From an optimization exercise on the open Yosys and OpenROAD flow, aimed at small area, a short achievable clock period and few clock cycles per item; shortcuts taken in it are not production practice. Where RTL was checked, it was by simulation tests only, not by an equivalence proof against the original.

==> module geofence, before the edit <==
module geofence (clk,
                 reset,
                 X,
                 Y,
                 valid,
                 is_inside);
    input clk;
    input reset;
    input [9:0] X;
    input [9:0] Y;
    output valid;
    output is_inside;
    reg [3:0] cnt;
    reg [9:0] px, py;
    reg [10:0] ux, uy, sx, sy, ex, ey;    
    reg ins, vld;
    wire cs, ce;
    wire [9:0] nsx = ~sx[9:0], nex = ~ex[9:0], nuy = ~uy[9:0];
    CrossProduct C0 (.ax(sx), .ay(sy), .bx(ux), .by(uy), .nax(nsx), .nby(nuy), .pos(cs));
    CrossProduct C1 (.ax(ex), .ay(ey), .bx(ux), .by(uy), .nax(nex), .nby(nuy), .pos(ce));
    assign valid = vld;
    assign is_inside = ins;
    always @(posedge clk or posedge reset) begin
        if (reset) begin
            cnt <= 4'd0;
            vld <= 1'b0;
        end else begin
            cnt <= (cnt == 4'd8) ? 4'd0 : cnt + 4'd1;
            vld <= (cnt == 4'd7);
        end
    end
    wire [10:0] dx = {1'b0, X} - {1'b0, px};
    wire [10:0] dy = {1'b0, Y} - {1'b0, py};
    wire [9:0] lx, ly;    
    assign lx[0] = 1'b0;
    assign ly[0] = 1'b0;
    genvar j;
    generate
        for (j = 1; j < 10; j = j + 1) begin : neg
            assign lx[j] = lx[j-1] | dx[j-1];
            assign ly[j] = ly[j-1] | dy[j-1];
        end
    endgenerate
    wire [9:0] mx = dx[9:0] ^ ({10{dx[10]}} & lx);
    wire [9:0] my = dy[9:0] ^ ({10{dy[10]}} & ly);
    wire place = cnt >= 4'd3 && cnt <= 4'd7;
    always @(posedge clk) begin
        if (cnt == 4'd0) begin
            px <= X;
            py <= Y;
        end
        ux <= {dx[10], mx};
        uy <= {dy[10], my};
        if (cnt == 4'd2 || (place && !cs && !ce)) begin
            sx <= ux;
            sy <= uy;
        end
        if (cnt == 4'd2 || (place && cs && ce)) begin
            ex <= ux;
            ey <= uy;
        end
        if (cnt == 4'd2)
            ins <= 1'b0;
        else if (place && !cs && ce)
            ins <= 1'b1;
    end
endmodule
make LEC_CHECK=0 CAP_MARGIN=20 CORE_MARGIN=2 CORE_UTILIZATION=40 CTS_BUF_LIST='sky130_fd_sc_hd__clkbuf_4 sky130_fd_sc_hd__clkbuf_8' SETUP_SLACK_MARGIN=1.75 SLEW_MARGIN=20 SYNTH_HIERARCHICAL=1 SYNTH_MINIMUM_KEEP_SIZE=0 finish   # period 7.5 ns
run.sh (not shown) runs the stock make flow with config.mk's settings and CLKGATE_MAP_FILE= SYNTH_SCRIPT=/design/flow/synth_recipe.tcl, a recipe that flattens the netlist after the stock synthesis.
Testbench counts at the start, summed over its fixed seeds: cycles 28,800, tests 3,200.
Then changed:
--- a/flow/design.v
+++ b/flow/design.v
@@ -527,16 +527,28 @@
     input [9:0] Y;
     output valid;
     output is_inside;
     reg [3:0] cnt;
     reg [9:0] px, py;
-    reg [10:0] ux, uy, sx, sy, ex, ey;    
+    reg ux_s, uy_s, upx_s, upy_s, sx_s, sy_s, ex_s, ey_s;
+    reg [9:0] ux_m, upx_m, sx_m, ex_m;    
+    reg [9:0] uy_n, upy_n, sy_n, ey_n;    
+    reg sel_s, sel_e;
     reg ins, vld;
+    wire scx_s = sel_s ? upx_s : sx_s;
+    wire scy_s = sel_s ? upy_s : sy_s;
+    wire ecx_s = sel_e ? upx_s : ex_s;
+    wire ecy_s = sel_e ? upy_s : ey_s;
+    wire [9:0] scx_n = ~(sel_s ? upx_m : sx_m);
+    wire [9:0] scy_m = ~(sel_s ? upy_n : sy_n);
+    wire [9:0] ecx_n = ~(sel_e ? upx_m : ex_m);
+    wire [9:0] ecy_m = ~(sel_e ? upy_n : ey_n);
     wire cs, ce;
-    wire [9:0] nsx = ~sx[9:0], nex = ~ex[9:0], nuy = ~uy[9:0];
-    CrossProduct C0 (.ax(sx), .ay(sy), .bx(ux), .by(uy), .nax(nsx), .nby(nuy), .pos(cs));
-    CrossProduct C1 (.ax(ex), .ay(ey), .bx(ux), .by(uy), .nax(nex), .nby(nuy), .pos(ce));
+    CrossProduct C0 (.ax({scx_s, 10'd0}), .ay({scy_s, scy_m}), .bx({ux_s, ux_m}), .by({uy_s, 10'd0}),
+                     .nax(scx_n), .nby(uy_n), .pos(cs));
+    CrossProduct C1 (.ax({ecx_s, 10'd0}), .ay({ecy_s, ecy_m}), .bx({ux_s, ux_m}), .by({uy_s, 10'd0}),
+                     .nax(ecx_n), .nby(uy_n), .pos(ce));
     assign valid = vld;
     assign is_inside = ins;
     always @(posedge clk or posedge reset) begin
         if (reset) begin
             cnt <= 4'd0;
@@ -564,20 +576,32 @@
     always @(posedge clk) begin
         if (cnt == 4'd0) begin
             px <= X;
             py <= Y;
         end
-        ux <= {dx[10], mx};
-        uy <= {dy[10], my};
-        if (cnt == 4'd2 || (place && !cs && !ce)) begin
-            sx <= ux;
-            sy <= uy;
+        ux_s <= dx[10];
+        ux_m <= mx;
+        uy_s <= dy[10];
+        uy_n <= ~my;
+        upx_s <= ux_s;
+        upx_m <= ux_m;
+        upy_s <= uy_s;
+        upy_n <= uy_n;
+        if (sel_s) begin
+            sx_s <= upx_s;
+            sx_m <= upx_m;
+            sy_s <= upy_s;
+            sy_n <= upy_n;
         end
-        if (cnt == 4'd2 || (place && cs && ce)) begin
-            ex <= ux;
-            ey <= uy;
+        if (sel_e) begin
+            ex_s <= upx_s;
+            ex_m <= upx_m;
+            ey_s <= upy_s;
+            ey_n <= upy_n;
         end
+        sel_s <= cnt == 4'd2 || (place && !cs && !ce);
+        sel_e <= cnt == 4'd2 || (place && cs && ce);
         if (cnt == 4'd2)
             ins <= 1'b0;
         else if (place && !cs && ce)
             ins <= 1'b1;
     end
Effect:
- sequential share of layout area is lower by 0.73 points
- design area is higher by 5.3%
- hold slack degrades by 0.080 ns
- worst setup slack degrades by 0.16 ns
- synthesized area is higher by 4.7%
- critical path depth is higher by 2
- die area is higher by 4.6%
- cell count is higher by 8.3%
- global-route usage is higher by 0.68 points
- synthesized cell count is higher by 8.5%
No functional check of the RTL was part of the second run of this note.

========
geofence, a different RTL version from the one above (not shown whole).
Size in the first run: roughly 1500 cells after synthesis, roughly 24 I/O pins, ~15000 um2 of cells after synthesis.
==> module geofence, before the edit <==
module geofence (clk,
                 reset,
                 X,
                 Y,
                 valid,
                 is_inside);
    input clk;
    input reset;
    input [9:0] X;
    input [9:0] Y;
    output valid;
    output is_inside;
    reg [3:0] cnt;
    reg [9:0] px, py;
    reg [10:0] ux, uy, sx, sy, ex, ey;    
    reg ins, vld;
    wire cs, ce;
    wire [5:0] ux_one, ux_two, ux_neg, uy_one, uy_two, uy_neg;
    BoothEnc BX (.m(ux[9:0]), .one(ux_one), .two(ux_two), .neg(ux_neg));
    BoothEnc BY (.m(uy[9:0]), .one(uy_one), .two(uy_two), .neg(uy_neg));
    CrossProduct C0 (.ax(sx), .ay(sy),
                     .bx_sign(ux[10]), .bx_one(ux_one), .bx_two(ux_two), .bx_neg(ux_neg),
                     .by_sign(uy[10]), .by_one(uy_one), .by_two(uy_two), .by_neg(uy_neg),
                     .pos(cs));
    CrossProduct C1 (.ax(ex), .ay(ey),
                     .bx_sign(ux[10]), .bx_one(ux_one), .bx_two(ux_two), .bx_neg(ux_neg),
                     .by_sign(uy[10]), .by_one(uy_one), .by_two(uy_two), .by_neg(uy_neg),
                     .pos(ce));
    assign valid = vld;
    assign is_inside = ins;
    always @(posedge clk or posedge reset) begin
        if (reset) begin
            cnt <= 4'd0;
            vld <= 1'b0;
        end else begin
            cnt <= (cnt == 4'd8) ? 4'd0 : cnt + 4'd1;
            vld <= (cnt == 4'd7);
        end
    end
    wire [10:0] dx = {1'b0, X} - {1'b0, px};
    wire [10:0] dy = {1'b0, Y} - {1'b0, py};
    wire [9:0] nx = px - X;
    wire [9:0] ny = py - Y;
    wire place = cnt >= 4'd3 && cnt <= 4'd7;
    always @(posedge clk) begin
        if (cnt == 4'd0) begin
            px <= X;
            py <= Y;
        end
        ux <= {dx[10], dx[10] ? nx : dx[9:0]};
        uy <= {dy[10], dy[10] ? ny : dy[9:0]};
        if (cnt == 4'd2 || (place && !cs && !ce)) begin
            sx <= ux;
            sy <= uy;
        end
        if (cnt == 4'd2 || (place && cs && ce)) begin
            ex <= ux;
            ey <= uy;
        end
        if (cnt == 4'd2)
            ins <= 1'b0;
        else if (place && !cs && ce)
            ins <= 1'b1;
    end
endmodule
export LEC_CHECK = 0
export CAP_MARGIN = 20
export CORE_MARGIN = 2
export CORE_UTILIZATION = 40
export SETUP_SLACK_MARGIN = 1.0
export SLEW_MARGIN = 20
export SYNTH_HIERARCHICAL = 1
export SYNTH_MINIMUM_KEEP_SIZE = 0
create_clock -name core_clock -period 7.5 [get_ports {clk}]
Testbench counts at the start, summed over its fixed seeds: cycles 28,800, tests 3,200.
==> next run, changes <==
--- a/flow/design.v
+++ b/flow/design.v
@@ -449,21 +449,26 @@
     input [9:0] Y;
     output valid;
     output is_inside;
     reg [3:0] cnt;
     reg [9:0] px, py;
-    reg [10:0] ux, uy, sx, sy, ex, ey;    
+    reg [10:0] ux, uy, upx, upy, sx, sy, ex, ey;    
+    reg sel_s, sel_e;
     reg ins, vld;
+    wire [10:0] scx = sel_s ? upx : sx;
+    wire [10:0] scy = sel_s ? upy : sy;
+    wire [10:0] ecx = sel_e ? upx : ex;
+    wire [10:0] ecy = sel_e ? upy : ey;
     wire cs, ce;
     wire [5:0] ux_one, ux_two, ux_neg, uy_one, uy_two, uy_neg;
     BoothEnc BX (.m(ux[9:0]), .one(ux_one), .two(ux_two), .neg(ux_neg));
     BoothEnc BY (.m(uy[9:0]), .one(uy_one), .two(uy_two), .neg(uy_neg));
-    CrossProduct C0 (.ax(sx), .ay(sy),
+    CrossProduct C0 (.ax(scx), .ay(scy),
                      .bx_sign(ux[10]), .bx_one(ux_one), .bx_two(ux_two), .bx_neg(ux_neg),
                      .by_sign(uy[10]), .by_one(uy_one), .by_two(uy_two), .by_neg(uy_neg),
                      .pos(cs));
-    CrossProduct C1 (.ax(ex), .ay(ey),
+    CrossProduct C1 (.ax(ecx), .ay(ecy),
                      .bx_sign(ux[10]), .bx_one(ux_one), .bx_two(ux_two), .bx_neg(ux_neg),
                      .by_sign(uy[10]), .by_one(uy_one), .by_two(uy_two), .by_neg(uy_neg),
                      .pos(ce));
     assign valid = vld;
     assign is_inside = ins;
@@ -486,18 +491,18 @@
             px <= X;
             py <= Y;
         end
         ux <= {dx[10], dx[10] ? nx : dx[9:0]};
         uy <= {dy[10], dy[10] ? ny : dy[9:0]};
-        if (cnt == 4'd2 || (place && !cs && !ce)) begin
-            sx <= ux;
-            sy <= uy;
-        end
-        if (cnt == 4'd2 || (place && cs && ce)) begin
-            ex <= ux;
-            ey <= uy;
-        end
+        upx <= ux;
+        upy <= uy;
+        sx <= scx;
+        sy <= scy;
+        ex <= ecx;
+        ey <= ecy;
+        sel_s <= cnt == 4'd2 || (place && !cs && !ce);
+        sel_e <= cnt == 4'd2 || (place && cs && ce);
         if (cnt == 4'd2)
             ins <= 1'b0;
         else if (place && !cs && ce)
             ins <= 1'b1;
     end
The changed run passed the timing, design-rule and antenna checks.
Setup slack gains 0.091 ns.
Design area rises by 4.1%.
Area after synthesis rises by 3.6%.
Global-route usage falls by 0.41 points.
Via count rises by 3.6%.
Worst hold slack loses 0.090 ns.
Synthesized cell count rises by 4.7%.
Routed wire length rises by 1.2%.
Clock skew falls by 0.0038 ns.
For the second run of this note, only the layout was checked, not whether the RTL still works.

-- port drivers added, routing unchanged --
In the flow no input, the clock included, has a driving cell. The finished layouts below were timed again as built, in two steps. Step 1, drivers: a clkbuf_16 drives clk and a buf_2 each remaining input, both assumed. Step 2 adds t to the input delays and takes it off the output delays; t is the mean of the earliest and latest rising clock arrival at the registers after step 1. Input paths then give back, and output paths get back, about the clock's delay inside the block. Three values: ideal ports, drivers, drivers and shift; two values: the first two.
run	shift t [ns]	setup WS [ns]	worst setup path at the end	latest minus earliest clock arrival (ns)	worst slew at a driven data input, ns
the first run of note 1	0.403	1.922 / 1.922 / 1.922	register to register	0.014 / 0.014	0.03
the second run of note 1	0.478	1.762 / 1.762 / 1.762	register to register	0.026 / 0.026	0.03
the first run of note 2	0.369	1.264 / 1.264 / 1.264	register to register	0.011 / 0.012	0.04
the second run of note 2	0.463	1.355 / 1.355 / 1.355	register to register	0.008 / 0.009	0.04
After both steps setup and hold are still met in every run listed.
